This is an optimization exercise on Yosys and OpenROAD, whose aim is small area, not a production implementation.
In this exercise RTL edits were held to simulation tests only and were not proved equivalent to the original.
Power figures rest on the tool's default switching activity, not on a simulated workload.

==> flow/design.v (excerpt) <==
module MultiCycleCPU(
	input  wire        clk,
	input  wire        reset,
	output wire        base_ram_ce_n,
	output wire        base_ram_oe_n,
	output wire        base_ram_we_n,
	output reg  [3:0]  base_ram_be_n,
	output wire [19:0] base_ram_addr,
	output wire [31:0] base_ram_data_o,
	output reg         base_ram_data_oe,
	input  wire [31:0] base_ram_data_i,
	output reg         uart_rdn,
	output wire        uart_wrn,
	input  wire        uart_dataready,
	input  wire        uart_tbre,
	input  wire        uart_tsre,
	output wire        ext_ram_ce_n,
	output wire        ext_ram_oe_n,
	output wire        ext_ram_we_n,
	output reg  [3:0]  ext_ram_be_n,
	output wire [19:0] ext_ram_addr,
	output reg  [31:0] ext_ram_data_o,
	output reg         ext_ram_data_oe,
	input  wire [31:0] ext_ram_data_i,
	output reg  [31:0] pc_out,
	output wire [31:0] addr_out
);
Size: roughly 4100 cells after synthesis, ~1200 flip-flops, roughly 260 I/O pins, about 0.046 mm^2 of cells after synthesis.
export LEC_CHECK = 0
export CAP_MARGIN = 20
export CORE_MARGIN = 2
export CORE_UTILIZATION = 55
export SLEW_MARGIN = 20
export SYNTH_HIERARCHICAL = 1
create_clock -name core_clock -period 10.0 [get_ports {clk}]
standard.sh (not shown) runs the stock make flow with config.mk's settings and CLKGATE_MAP_FILE= SYNTH_SCRIPT=/design/flow/synth_recipe.tcl, a recipe that flattens the netlist after the stock synthesis.
==> flow/flow/run.sh <==
#!/bin/bash
# Standard synthesis, then the standard ORFS layout with two knobs changed:
# port buffers of the smallest buffer cell, and a clock tree of clkbuf_16
# clusters of up to 24 flip-flops without dummy loads. Each step's output
# goes to its own log file here.
set -euo pipefail
bash standard.sh synth > synth.log 2>&1
bash standard.sh \
  "BUFFER_PORTS_ARGS=-buffer_cell sky130_fd_sc_hd__buf_1" \
  "CTS_ARGS=-sink_clustering_enable -repair_clock_nets -dont_use_dummy_load -sink_clustering_size 24 -sink_clustering_max_diameter 70" \
  finish > layout.log 2>&1
Edit:
==> flow/flow/run.sh (replaced) <==
#!/bin/bash
# Standard synthesis, then the standard ORFS layout with two knobs changed:
# port buffers of the smallest buffer cell, and a clock tree whose leaf
# clusters of up to 18 flip-flops are driven by clkbuf_8 (clkbuf_16 above
# them), without dummy loads. Each step's output goes to its own log file.
set -euo pipefail
bash standard.sh synth > synth.log 2>&1
bash standard.sh \
  "BUFFER_PORTS_ARGS=-buffer_cell sky130_fd_sc_hd__buf_1" \
  "CTS_ARGS=-sink_clustering_enable -repair_clock_nets -dont_use_dummy_load -buf_list sky130_fd_sc_hd__clkbuf_16 -root_buf sky130_fd_sc_hd__clkbuf_16 -sink_clustering_buffer sky130_fd_sc_hd__clkbuf_8 -sink_clustering_size 18 -sink_clustering_max_diameter 60" \
  finish > layout.log 2>&1
CORE_UTILIZATION = 75   (was 55)
What happened:
- The changed run passed the timing, DRC and antenna checks
- die area goes down by 26%
- worst setup slack loses 0.12 ns
- design area goes down by 1.8%
- global-route usage goes up by 14 points
- sequential share of layout area goes up by 0.99 points
- clock power goes down by 15%
Edit:
==> flow/flow/run.sh (replaced) <==
#!/bin/bash
# Standard synthesis, then the standard ORFS layout with two knobs changed:
# port buffers of the smallest buffer cell, and a clock tree of clkbuf_16
# clusters of up to 24 flip-flops without dummy loads. Each step's output
# goes to its own log file here.
set -euo pipefail
bash standard.sh synth > synth.log 2>&1
bash standard.sh \
  "BUFFER_PORTS_ARGS=-buffer_cell sky130_fd_sc_hd__buf_1" \
  "CTS_ARGS=-sink_clustering_enable -repair_clock_nets -dont_use_dummy_load -sink_clustering_size 24 -sink_clustering_max_diameter 70" \
  finish > layout.log 2>&1
CORE_UTILIZATION = 65   (was 75)
Outcome:
- The changed run ran to the end with no violations
- power rose by 3.6%
- cell area rose by 1.3%
- first-iteration DRC count fell by about 16%
- global-route usage fell by 8.5 points
- area after synthesis does not change
- cell count rose by about 2.7%
- core utilization fell by 9.1 points
- clock power rose by 17%
- register-to-register slack gains 0.22 ns
- non-clock buffer count fell by 1
Edit:
==> flow/flow/run.sh (replaced) <==
#!/bin/bash
# Standard synthesis, then the standard ORFS layout with two knobs changed:
# port buffers of the smallest buffer cell, and a clock tree of clkbuf_16
# clusters of up to 28 flip-flops without dummy loads. Each step's output
# goes to its own log file here.
set -euo pipefail
bash standard.sh synth > synth.log 2>&1
bash standard.sh \
  "BUFFER_PORTS_ARGS=-buffer_cell sky130_fd_sc_hd__buf_1" \
  "CTS_ARGS=-sink_clustering_enable -repair_clock_nets -dont_use_dummy_load -sink_clustering_size 28 -sink_clustering_max_diameter 80" \
  finish > layout.log 2>&1
CORE_UTILIZATION = 75   (was 65)
The new run produced a clean layout.
Synthesized area stays the same.
Die area falls by 13%.
Worst setup slack loses 0.17 ns.
Worst hold slack loses 0.0060 ns.
Power went down by 2.5%.
Non-clock buffer count stays the same.
Global-route usage is higher by 9.0 points.
Critical path depth rises by 3.
Cell area drops by 1.1%.
Sequential cell count does not change.
Fmax decreases by 2.0%.
Edit:
==> flow/flow/run.sh (replaced) <==
#!/bin/bash
# Standard synthesis, then the standard ORFS layout with two knobs changed:
# port buffers of the smallest buffer cell, and a clock tree of clkbuf_16
# clusters of up to 24 flip-flops without dummy loads. Each step's output
# goes to its own log file here.
set -euo pipefail
bash standard.sh synth > synth.log 2>&1
bash standard.sh \
  "BUFFER_PORTS_ARGS=-buffer_cell sky130_fd_sc_hd__buf_1" \
  "CTS_ARGS=-sink_clustering_enable -repair_clock_nets -dont_use_dummy_load -sink_clustering_size 24 -sink_clustering_max_diameter 70" \
  finish > layout.log 2>&1
CORE_UTILIZATION = 65   (was 75)
GPL_TIMING_DRIVEN = 0   (was default)
The new run finished with negative setup slack left. Clock power climbs by 13%. Hold slack improves by 0.015 ns. Final area went up by 4.0%.

---

## job 101
Another version of the RTL of MultiCycleCPU (not shown whole).
For scale: roughly 5000 cells after synthesis, ~260 I/O pins.
Settings: LEC_CHECK=0, CAP_MARGIN=20, CORE_MARGIN=2, CORE_UTILIZATION=40, SLEW_MARGIN=20; clock period 10.0 ns.
run.sh (not shown) runs the stock make flow with config.mk's settings and CLKGATE_MAP_FILE= SYNTH_SCRIPT=/design/flow/synth_recipe.tcl, a recipe that flattens the netlist after the stock synthesis.
Stock flow here: none of the scripts above is used.
Job 101 ended with every stage complete and zero timing, DRC or antenna violations.
Here is what was changed in the inputs of job 102 compared with job 101.
# job 101
export LEC_CHECK = 0
export CAP_MARGIN = 20
export CORE_MARGIN = 2
export CORE_UTILIZATION = 40
export SLEW_MARGIN = 20
create_clock -name core_clock -period 10.0 [get_ports {clk}]
# job 102
export LEC_CHECK = 0
export CAP_MARGIN = 20
export CORE_MARGIN = 2
export CORE_UTILIZATION = 55
export SLEW_MARGIN = 20
create_clock -name core_clock -period 10.0 [get_ports {clk}]
==> flow/flow/run.sh (new file) <==
#!/bin/bash
# Standard synthesis, then the standard ORFS layout with a few knobs changed:
# smaller port buffers, clock tree without dummy loads, power/area recovery
# after global routing. Each step's output goes to its own log file here.
set -euo pipefail
bash standard.sh synth > synth.log 2>&1
bash standard.sh \
  "BUFFER_PORTS_ARGS=-buffer_cell sky130_fd_sc_hd__buf_1" \
  "CTS_ARGS=-sink_clustering_enable -repair_clock_nets -dont_use_dummy_load" \
  "RECOVER_POWER=100" \
  finish > layout.log 2>&1
==> flow/standard.sh (new file) <==
#!/bin/bash
# synth_recipe.tcl (not shown) runs the flow's synth.tcl, then flattens the netlist and writes it again
# the make line also repeats each setting of config.mk as NAME=value (left out here)
make -C /OpenROAD-flow-scripts/flow DESIGN_CONFIG=/design/flow/config.mk WORK_HOME=/design/flow/orfs CLKGATE_MAP_FILE= SYNTH_SCRIPT=/design/flow/synth_recipe.tcl "${@:-finish}"
removed: flow/run.sh
Notes after the runs:
- Job 102 finished all stages; layout check result: FAIL, due to max-capacitance violations, max-slew violations.
- Run comparison: job 102 launching instance or port of the critical path st[1]; job 101 launching instance or port of the critical path regs.rpos[2]
- The total global routing track utilization number comes out lower for job 101 vs job 102.
- Of the two values seen for critical-path cell with the highest stage delay, sky130_fd_sc_hd__clkbuf_1 was produced by job 102 and sky130_fd_sc_hd__or3_1 by job 101.
- Max-cap check violation count in job 102 is 27 above job 101.
- Relative to job 101, job 102 improves overall power.
- Setup slack (job 102 over job 101): decrease, 1.15 ns
- Job 102 vs job 101, fraction of standard cell area in multi-input logic went up by 2.5 points.
- Between job 102 and job 101, the power per cell area is lower for job 102.
- On overall routed net length, the lower figure sits with job 102, not job 101.
Here is what was changed in the inputs of job 103 compared with job 102.
==> flow/flow/run.sh <==
#!/bin/bash
# Standard synthesis, then the standard ORFS layout with a few knobs changed:
# smaller port buffers and a clock tree of larger clkbuf_16 clusters without
# dummy loads. Each step's output goes to its own log file here.
set -euo pipefail
bash standard.sh synth > synth.log 2>&1
bash standard.sh \
  "BUFFER_PORTS_ARGS=-buffer_cell sky130_fd_sc_hd__buf_1" \
  "CTS_ARGS=-sink_clustering_enable -repair_clock_nets -dont_use_dummy_load -sink_clustering_size 30 -sink_clustering_max_diameter 100" \
  finish > layout.log 2>&1
## What came out
Having completed the whole flow, job 103 delivered a layout that passed the timing, DRC and antenna checks.
Compared with job 102, in job 103 core utilization of the finished layout -1.7 points, setup slack +0.80 ns, cell count -about 1.1%, count of routing violations after the opening detailed-route iteration +about 4%.
Per the comparison of job 103 with job 102, actual slew at the worst max-slew pin now smaller; wire length down about 0.46%; global routing met2 resource utilization lower; part of the cycle the worst path needs decreased by 8.0 points relative to the old numbers; total power lower.
> inputs changed (job 103 -> job 104)
# job 103
export LEC_CHECK = 0
export CAP_MARGIN = 20
export CORE_MARGIN = 2
export CORE_UTILIZATION = 55
export SLEW_MARGIN = 20
create_clock -name core_clock -period 10.0 [get_ports {clk}]
# job 104
export LEC_CHECK = 0
export CAP_MARGIN = 20
export CORE_MARGIN = 2
export CORE_UTILIZATION = 55
export CTS_BUF_LIST = sky130_fd_sc_hd__clkbuf_8
export CTS_CLUSTER_SIZE = 30
export SLEW_MARGIN = 20
create_clock -name core_clock -period 10.0 [get_ports {clk}]
==> flow/run.sh (new file) <==
#!/bin/bash
# synth_recipe.tcl (not shown) runs the flow's synth.tcl, then flattens the netlist and writes it again
# the make line also repeats each setting of config.mk as NAME=value (left out here)
make -C /OpenROAD-flow-scripts/flow DESIGN_CONFIG=/design/flow/config.mk WORK_HOME=/design/flow/orfs CLKGATE_MAP_FILE= SYNTH_SCRIPT=/design/flow/synth_recipe.tcl finish
removed: flow/flow/run.sh
removed: flow/standard.sh
Layout overhead on the synthesized area in job 104 is 8.5 points above job 103.
The setup slack of job 104 is smaller than that of job 103.
Looking only at share of cell area taken by flip-flops and latches, and setting everything else aside, the higher value of job 104 and job 103 goes to job 103.
Compared to job 103, job 104 has first-iteration detailed-routing DRC count 201 lower.

static timing again, ports no longer ideal:
No port has a modelled driver above. Below, the same layouts with a new extraction and two added sets of constraints.
Step 1: set_driving_cell puts a clkbuf_16 on clk and a buf_2 on each other input, an assumption about the parent block.
Step 2, shift: input delay + t, output delay - t, t = (earliest + latest rising clock arrival at the registers) / 2. This alone moves slack from input paths to output paths.
Slacks: no drivers / after step 1 / after step 2; pairs: no drivers / after step 1.
run | t, ns | slack for setup (ns) | hold WS [ns] | worst setup path after step 2 | worst data-port slew with drivers (ns)
the first run of note 1 | 0.696 | 1.496 / 1.496 / 1.496 | 0.312 / 0.312 / 0.312 | register to register | 0.04
the second run of note 1 | 0.658 | 1.376 / 1.376 / 1.376 | 0.309 / 0.309 / 0.309 | register to register | 0.05
the third run of note 1 | 0.676 | 1.595 / 1.595 / 1.595 | 0.300 / 0.300 / 0.300 | register to register | 0.04
the fourth run of note 1 | 0.715 | 1.424 / 1.424 / 1.424 | 0.294 / 0.294 / 0.294 | register to register | 0.05
the fifth run of note 1 | 0.696 | -0.006 / -0.006 / -0.006 | 0.310 / 0.310 / 0.310 | register to register | 0.04
job 101 | 0.848 | 1.910 / 1.910 / 1.910 | 0.308 / 0.308 / 0.308 | register to register | 0.06
job 102 | 0.779 | 0.761 / 0.761 / 0.761 | 0.286 / 0.286 / 0.286 | register to register | 0.06
job 103 | 0.766 | 1.566 / 1.566 / 1.566 | 0.257 / 0.257 / 0.257 | register to register | 0.07
job 104 | 0.972 | 1.337 / 1.337 / 1.337 | 0.322 / 0.322 / 0.322 | register to register | 0.04
